Background: an optimization exercise with open tools, aiming at small area, a short achievable clock period and few clock cycles. Do not read the settings as production practice. The RTL was checked by simulation tests, not by an equivalence proof against the original design. Power is estimated from default activity; no workload was simulated.

## design/flow/design.v

```verilog
module fifo_axi #(
    parameter DATA_WIDTH = 32,   
    parameter ADDR_WIDTH = 4     
)(
    input  wire                  clk,     
    input  wire                  rst_n,   
    input  wire [DATA_WIDTH-1:0] din,     
    input  wire                  wr_en,   
    output wire                  full,    
    output wire [DATA_WIDTH-1:0] dout,    
    input  wire                  rd_en,   
    output wire                  empty    
);
  localparam DEPTH = (1 << ADDR_WIDTH);
  reg [DATA_WIDTH-1:0] fifo_mem [0:DEPTH-1];
  reg [ADDR_WIDTH:0] wr_ptr; 
  reg [ADDR_WIDTH:0] rd_ptr;
  wire [ADDR_WIDTH-1:0] wr_addr = wr_ptr[ADDR_WIDTH-1:0];
  wire [ADDR_WIDTH-1:0] rd_addr = rd_ptr[ADDR_WIDTH-1:0];
  assign empty = (wr_ptr == rd_ptr);
  assign full  = ((wr_ptr[ADDR_WIDTH] != rd_ptr[ADDR_WIDTH]) &&
                  (wr_ptr[ADDR_WIDTH-1:0] == rd_ptr[ADDR_WIDTH-1:0]));
  assign dout = fifo_mem[rd_addr];
  always @(posedge clk or negedge rst_n) begin
    if (!rst_n) begin
      wr_ptr <= 0;
      rd_ptr <= 0;
    end else begin
      if (wr_en && !full) begin
        fifo_mem[wr_addr] <= din;
        wr_ptr <= wr_ptr + 1;
      end
      if (rd_en && !empty) begin
        rd_ptr <= rd_ptr + 1;
      end
    end
  end
endmodule
module axi_pcie_fifo_accel #(
    parameter DATA_WIDTH  = 32,
    parameter ADDR_WIDTH  = 4,
    parameter ADDR_LSB    = 2       
)(
    input  wire         s_axi_aclk,      
    input  wire         s_axi_aresetn,   
    input  wire [31:0]  s_axi_awaddr,
    input  wire         s_axi_awvalid,
    output reg          s_axi_awready,
    input  wire [31:0]  s_axi_wdata,
    input  wire [3:0]   s_axi_wstrb,
    input  wire         s_axi_wvalid,
    output reg          s_axi_wready,
    output reg [1:0]    s_axi_bresp,
    output reg          s_axi_bvalid,
    input  wire         s_axi_bready,
    input  wire [31:0]  s_axi_araddr,
    input  wire         s_axi_arvalid,
    output reg          s_axi_arready,
    output reg [31:0]   s_axi_rdata,
    output reg [1:0]    s_axi_rresp,
    output reg          s_axi_rvalid,
    input  wire         s_axi_rready
);
  wire fifo_full;
  wire fifo_empty;
  wire [DATA_WIDTH-1:0] fifo_dout;
  reg  [DATA_WIDTH-1:0] fifo_din;
  reg fifo_wr_en, fifo_rd_en;
  fifo_axi #(
      .DATA_WIDTH(DATA_WIDTH),
      .ADDR_WIDTH(ADDR_WIDTH)
  ) fifo_inst (
      .clk(s_axi_aclk),
      .rst_n(s_axi_aresetn),
      .din(fifo_din),
      .wr_en(fifo_wr_en),
      .full(fifo_full),
      .dout(fifo_dout),
      .rd_en(fifo_rd_en),
      .empty(fifo_empty)
  );
  reg [31:0] axi_awaddr_reg;
  reg        write_active;
  always @(posedge s_axi_aclk) begin
    if (!s_axi_aresetn) begin
      s_axi_awready   <= 0;
      s_axi_wready    <= 0;
      write_active    <= 0;
      axi_awaddr_reg  <= 32'd0;
      fifo_wr_en      <= 0;
      s_axi_bresp     <= 2'b00;
      s_axi_bvalid    <= 0;
    end else begin
      if (!write_active && s_axi_awvalid && s_axi_wvalid &&
          (!s_axi_bvalid || s_axi_bready)) begin
        axi_awaddr_reg <= s_axi_awaddr;
        s_axi_awready  <= 1;
        s_axi_wready   <= 1;
        write_active   <= 1;
      end else begin
        s_axi_awready  <= 0;
        s_axi_wready   <= 0;
      end
      if (write_active) begin
        case (axi_awaddr_reg[ADDR_LSB+1:ADDR_LSB])
          2'b00: begin
            if (!fifo_full) begin
              fifo_din  <= s_axi_wdata;
              fifo_wr_en <= 1;
            end else begin
              fifo_wr_en <= 0;
            end
          end
          default: begin
            fifo_wr_en <= 0;
          end
        endcase
      end else begin
        fifo_wr_en <= 0;
      end
      if (write_active) begin
        s_axi_bresp  <= 2'b00;
        s_axi_bvalid <= 1;
        write_active <= 0;   
      end else if (s_axi_bvalid && s_axi_bready) begin
        s_axi_bvalid <= 0;
      end
    end
  end
  always @(posedge s_axi_aclk) begin
    if (!s_axi_aresetn) begin
      s_axi_arready <= 0;
      s_axi_rvalid  <= 0;
      s_axi_rresp   <= 2'b00;
      fifo_rd_en    <= 0;
      s_axi_rdata   <= 32'd0;
    end else begin
      fifo_rd_en <= 0;
      if (s_axi_arvalid && !s_axi_arready &&
          (!s_axi_rvalid || s_axi_rready)) begin
        s_axi_arready <= 1;
      end else begin
        s_axi_arready <= 0;
      end
      if (s_axi_arready && s_axi_arvalid) begin
        case (s_axi_araddr[ADDR_LSB+1:ADDR_LSB])
          2'b01: begin
            if (!fifo_empty) begin
              fifo_rd_en  <= 1;
              s_axi_rdata <= fifo_dout;
            end else begin
              fifo_rd_en  <= 0;
              s_axi_rdata <= 32'hDEAD_DEAD;  
            end
          end
          2'b10: begin
            s_axi_rdata <= {30'd0, fifo_full, fifo_empty};
          end
          default: begin
            s_axi_rdata <= 32'd0;
          end
        endcase
        s_axi_rresp  <= 2'b00;   
        s_axi_rvalid <= 1;
      end else if (s_axi_rvalid && s_axi_rready) begin
        s_axi_rvalid <= 0;
      end
    end
  end
endmodule
module accelerator_mod #(
   parameter DATA_W = 32,
   parameter ADDR_W = 4
)(
   input  wire            pcie_clk,           
   input  wire            pcie_rstn,
   input  wire [31:0]     pcie_axi_awaddr,
   input  wire            pcie_axi_awvalid,
   output wire            pcie_axi_awready,
   input  wire [31:0]     pcie_axi_wdata,
   input  wire [3:0]      pcie_axi_wstrb,
   input  wire            pcie_axi_wvalid,
   output wire            pcie_axi_wready,
   output wire [1:0]      pcie_axi_bresp,
   output wire            pcie_axi_bvalid,
   input  wire            pcie_axi_bready,
   input  wire [31:0]     pcie_axi_araddr,
   input  wire            pcie_axi_arvalid,
   output wire            pcie_axi_arready,
   output wire [31:0]     pcie_axi_rdata,
   output wire [1:0]      pcie_axi_rresp,
   output wire            pcie_axi_rvalid,
   input  wire            pcie_axi_rready
);
   axi_pcie_fifo_accel #(
      .DATA_WIDTH (DATA_W),
      .ADDR_WIDTH (ADDR_W)
   ) u_fifo_accel (
      .s_axi_aclk   (pcie_clk),
      .s_axi_aresetn(pcie_rstn),
      .s_axi_awaddr (pcie_axi_awaddr),
      .s_axi_awvalid(pcie_axi_awvalid),
      .s_axi_awready(pcie_axi_awready),
      .s_axi_wdata  (pcie_axi_wdata),
      .s_axi_wstrb  (pcie_axi_wstrb),
      .s_axi_wvalid (pcie_axi_wvalid),
      .s_axi_wready (pcie_axi_wready),
      .s_axi_bresp  (pcie_axi_bresp),
      .s_axi_bvalid (pcie_axi_bvalid),
      .s_axi_bready (pcie_axi_bready),
      .s_axi_araddr (pcie_axi_araddr),
      .s_axi_arvalid(pcie_axi_arvalid),
      .s_axi_arready(pcie_axi_arready),
      .s_axi_rdata  (pcie_axi_rdata),
      .s_axi_rresp  (pcie_axi_rresp),
      .s_axi_rvalid (pcie_axi_rvalid),
      .s_axi_rready (pcie_axi_rready)
   );
endmodule
```

## design/flow/run.sh

```bash
#!/bin/bash
# synth_recipe.tcl (not shown) runs the flow's synth.tcl, then flattens the netlist and writes it again
# the make line also repeats each setting of config.mk as NAME=value (left out here)
make -C /OpenROAD-flow-scripts/flow DESIGN_CONFIG=/design/flow/config.mk WORK_HOME=/design/flow/orfs CLKGATE_MAP_FILE= SYNTH_SCRIPT=/design/flow/synth_recipe.tcl finish
```

## design/flow/config.mk

```make
export PLATFORM = sky130hd
export DESIGN_NAME = accelerator_mod
export DESIGN_NICKNAME = accelerator_mod
export VERILOG_FILES = /design/flow/design.v
export SDC_FILE = /design/flow/constraint.sdc
export NUM_CORES = 4
export LEC_CHECK = 0
export CAP_MARGIN = 20
export CORE_MARGIN = 2
export CORE_UTILIZATION = 40
export PLACE_DENSITY = 0.6
export SLEW_MARGIN = 20
```

## design/flow/constraint.sdc

```tcl
create_clock -name core_clock -period 2.8 [get_ports {pcie_clk}]
set_input_delay 0.5600 -clock core_clock [delete_from_list [all_inputs] [get_ports {pcie_clk}]]
set_output_delay 0.5600 -clock core_clock [all_outputs]
set_load 0.01 [all_outputs]
```

==> run notes <==
-- final cells by class --
cell class / instances / area (um2)
fill: 4543 / 28200
sequential: 595 / 17400
multi-input combinational: 652 / 4730
timing repair buffer: 183 / 1980
clock buffer: 70 / 1530
tap: 748 / 936
clock inverter: 40 / 554
inverter: 10 / 37.5
-- final timing paths --
check                      slack (ns)                        startpoint                               end
hold / removal                   0.34                         pcie_rstn  u_fifo_accel.fifo_inst.wr_ptr[4]
setup / recovery                 0.11  u_fifo_accel.fifo_inst.rd_ptr[1]       u_fifo_accel.s_axi_rdata[0]
max in group asynchronous        2.25                         pcie_rstn  u_fifo_accel.fifo_inst.rd_ptr[3]
hold reg to reg                  0.49      u_fifo_accel.s_axi_rdata[11]      u_fifo_accel.s_axi_rdata[11]
min in group core_clock          0.48                pcie_axi_wdata[23]         u_fifo_accel.fifo_din[23]
setup reg to reg                 0.11  u_fifo_accel.fifo_inst.rd_ptr[1]       u_fifo_accel.s_axi_rdata[0]
-- metal layers --
metal	vias up	GRT usage [%]	part of all wire (%)
li1	5810	-	-
met1	6840	29.7	42
met2	607	34.0	48
met3	90	4.24	8.4
met4	0	5.52	2.0
met5	-	0	0
-- power by group through the flow --
stage                     clock network [mW]  logic, mW  registers [mW]
final                                   8.43       2.22            9.75
after global routing                    8.92       2.37            9.75
after CTS                               8.58       2.18            9.74
after detailed placement                   0       2.17            9.93
after global placement                     0       2.17            9.93
after floorplan                            0       1.23            9.91
-- layout by cell type, fill, tap and decap left out, types with 32 or more instances in the layout --
master / count
edfxtp_1: 544
nand2_1: 74
nand3_1: 39
dfxtp_1: 41
clkbuf_16: 59
a21oi_1: 61
a22oi_1: 65
buf_4: 71
clkdlybuf4s50_1: 79
a22o_1: 34
buf_12: 32
a221oi_1: 39
o21ai_0: 46
-- kinds of logic (layout without fill, tap and decap cells) --
| family | after synthesis | after routing | share of synthesized area [%] |
|---|---|---|---|
| other | 1 | 4 | 0.0166 |
| buffers and inverters | 113 | 303 | 2.71 |
| and+or+nand+nor | 205 | 205 | 4.35 |
| adders and majority gates | 10 | 10 | 0.556 |
| muxes | 34 | 34 | 1.82 |
| DFF | 595 | 595 | 77.3 |
| AOI/OAI and AO/OA | 385 | 385 | 12.7 |
| xor gates and xnor gates | 14 | 14 | 0.544 |
-- timing repair --
item	CTS	global route
endpoints found under the setup margin	0	1
resized for setup	0	0
buffers inserted	0	1
-- per-stage QoR --
stage               hold WS (ns)  power (mW)  instance area, um2  setup TNS [ns]
floorplan                  0.264        11.1               22600         -108.82
global placement           0.470        12.1               25100               0
detailed placement         0.477        12.1               25100               0
CTS                        0.322        20.5               27200               0
global route               0.336        21.0               27200               0
finish                     0.340        20.4               27200               0
==> flow_metrics.tcl <==
set metrics [dict create \
    outcome "timing/DRC/antenna clean" \
    holdCritPathClass "in -> async" \
    worstSkewPairLatency_ns 0.63 \
    cap_violations 0 \
    avgRoutedWirePerCell_um 26.7 \
    syn_area_um2 22500 \
    maxSlewHeadroom_pct 57.3 \
    dieArea_um2 58200 \
    syn2layout_area_growth_pct 20.7 \
    cts_hold_buf 0 \
    fp.dieH_um 241 \
    clock_sinks 595 \
    drc 0 \
    layout_setup_ws_ns 0.108 \
    vias 13300 \
    crit_slowest_cell "a2111oi_0" \
    root_buffer "clkbuf_16" \
    fp.dieW_um 241 \
    setup_violations 0 \
    ir_drop_uv 536 \
    post-route-util_pct 49.0 \
    drt-total-wl_mm 61.4 \
    tightestPinTransition_ns 0.641 \
    num_rows 86 \
    tritoncts "built" \
    netlist_instances 1357 \
    ys.flop_type "edfxtp_1" \
    min_period_ns 2.69 \
    grt_pass1_wl_mm 88.8 \
    cellInternalPower_mw 15.6 \
    grtUsageTotal_pct 21.2 \
    pwr-share-comb_pct 10.9 \
    cpPeakStageDelay_ns 0.55 \
    regMostFlops "u_fifo_accel.fifo_inst.fifo_mem" \
    cts_made_buffers 59 \
    firstDrtPassIters 6 \
    post-route-period-util_pct 96.2 \
    clock_path_buffers 3 \
    synth_commonest_cells "edfxtp_1 (544), nand2_1 (74), a22oi_1 (65), buf_2 (64), a21oi_1 (61)" \
    p_sw_mw 4.80 \
    n_antenna_cell 0 \
    dp.cells 2187 \
    yosysWarnings 3 \
    drt-vias-per-instance 5.81 \
    critical_path_class "reg -> reg" \
    yosysUniqueCellTypes 62 \
    synth_edf_count 544 \
    yosysMostFrequentCell "edfxtp_1" \
    worstPathMaxFanout 13 \
    slew_viol_final 0 \
    avgSynthCellArea_um2 16.6 \
    ys_async_sr_fraction_pct 1.68 \
    postRouteAntennaNets 0 \
    cts_max_level 2 \
    grt_pass1_vias 13100 \
    dp_hpwl_mm 36.0 \
    yosysSeqAreaShare_pct 77.3 \
    nets 1618 \
    synthTopCellsByArea "edfxtp_1 (73%), dfxtp_1 (3.6%), a22oi_1 (2.2%)" \
    sw_frac_of_total_pct 23.5 \
    crit_arrival_ns 3.21 \
    ys_ff_latch 595 \
    rsz0062_at_grt "no" \
    clkPwrFrac_pct 41.3 \
    worstPathRequired_ns 3.32 \
    io_buffers 79 \
    p_seq_share_pct 47.8 \
    max_freq_ghz 0.371 \
    reg.largest.list "u_fifo_accel.fifo_inst.fifo_mem: 512 flops, u_fifo_accel.fifo_din: 32 flops, u_fifo_accel.s_axi_rdata: 32 flops" \
    crit_path_end_kind "flop" \
    grt_antenna_before_repair 0 \
    synth_top_area_share_pct 72.5 \
    grt_overflow_total 0 \
    synth_top_cell_by_area "edfxtp_1" \
    largest_register_ffs 512 \
    skew_ns 0.0159 \
    fin_cells 2298 \
    ios 148 \
    gp_routability_congestion 0.800 \
    drt_iter0_drc 1521 \
    grt_start_max_net_pins 42 \
    start_kind "flop" \
    ff2ff_path_depth 7 \
    cts.clk_slew.worst_paths_ns 0.06 \
    core_area_um2 55400 \
    power.static_leakage_nw 8.59 \
    initial_core_util_pct 40.6 \
    crit_buf_inv 1 \
    powerDensity_nw_per_um2 751 \
    path_cells "inv_1, ha_4, nor3_4, and2_1, a2111oi_0, nand3_1, o2bb2ai_1" \
    cp_top_family "compound AO/OA/AOI/OAI gates" \
    hold_violations 0 \
    layout-drive-gt1-share_pct 15.0 \
    path_depth 7 \
    place_ws_ns 0.0599 \
]
Testbench counts, summed over its fixed seeds: cycles 11,122.

==> static timing again, ports no longer ideal <==
Ports are ideal in the flow. The routed layout listed here was re-timed in OpenROAD. Step 1 sets driving cells, clkbuf_16 on the clock port and buf_2 on the other inputs (assumed; they add their load-dependent delay and slew). Step 2 times the ports against the registers' clock, not the clock port: input delays grow and output delays shrink by t, the midpoint of the rising clock arrivals with the driver on. Slacks: no drivers / after step 1 / after step 2; pairs: no drivers / after step 1.
shift t [ns]: 0.681
setup WS [ns]: 0.108 / 0.108 / 0.065
latest minus earliest clock arrival (ns): 0.020 / 0.021
worst data-port slew with drivers (ns): 0.05
After both steps this run still meets setup and hold. For this run, drivers alone change the setup slack by 0.000 ns; drivers and shift together by -0.043 ns.
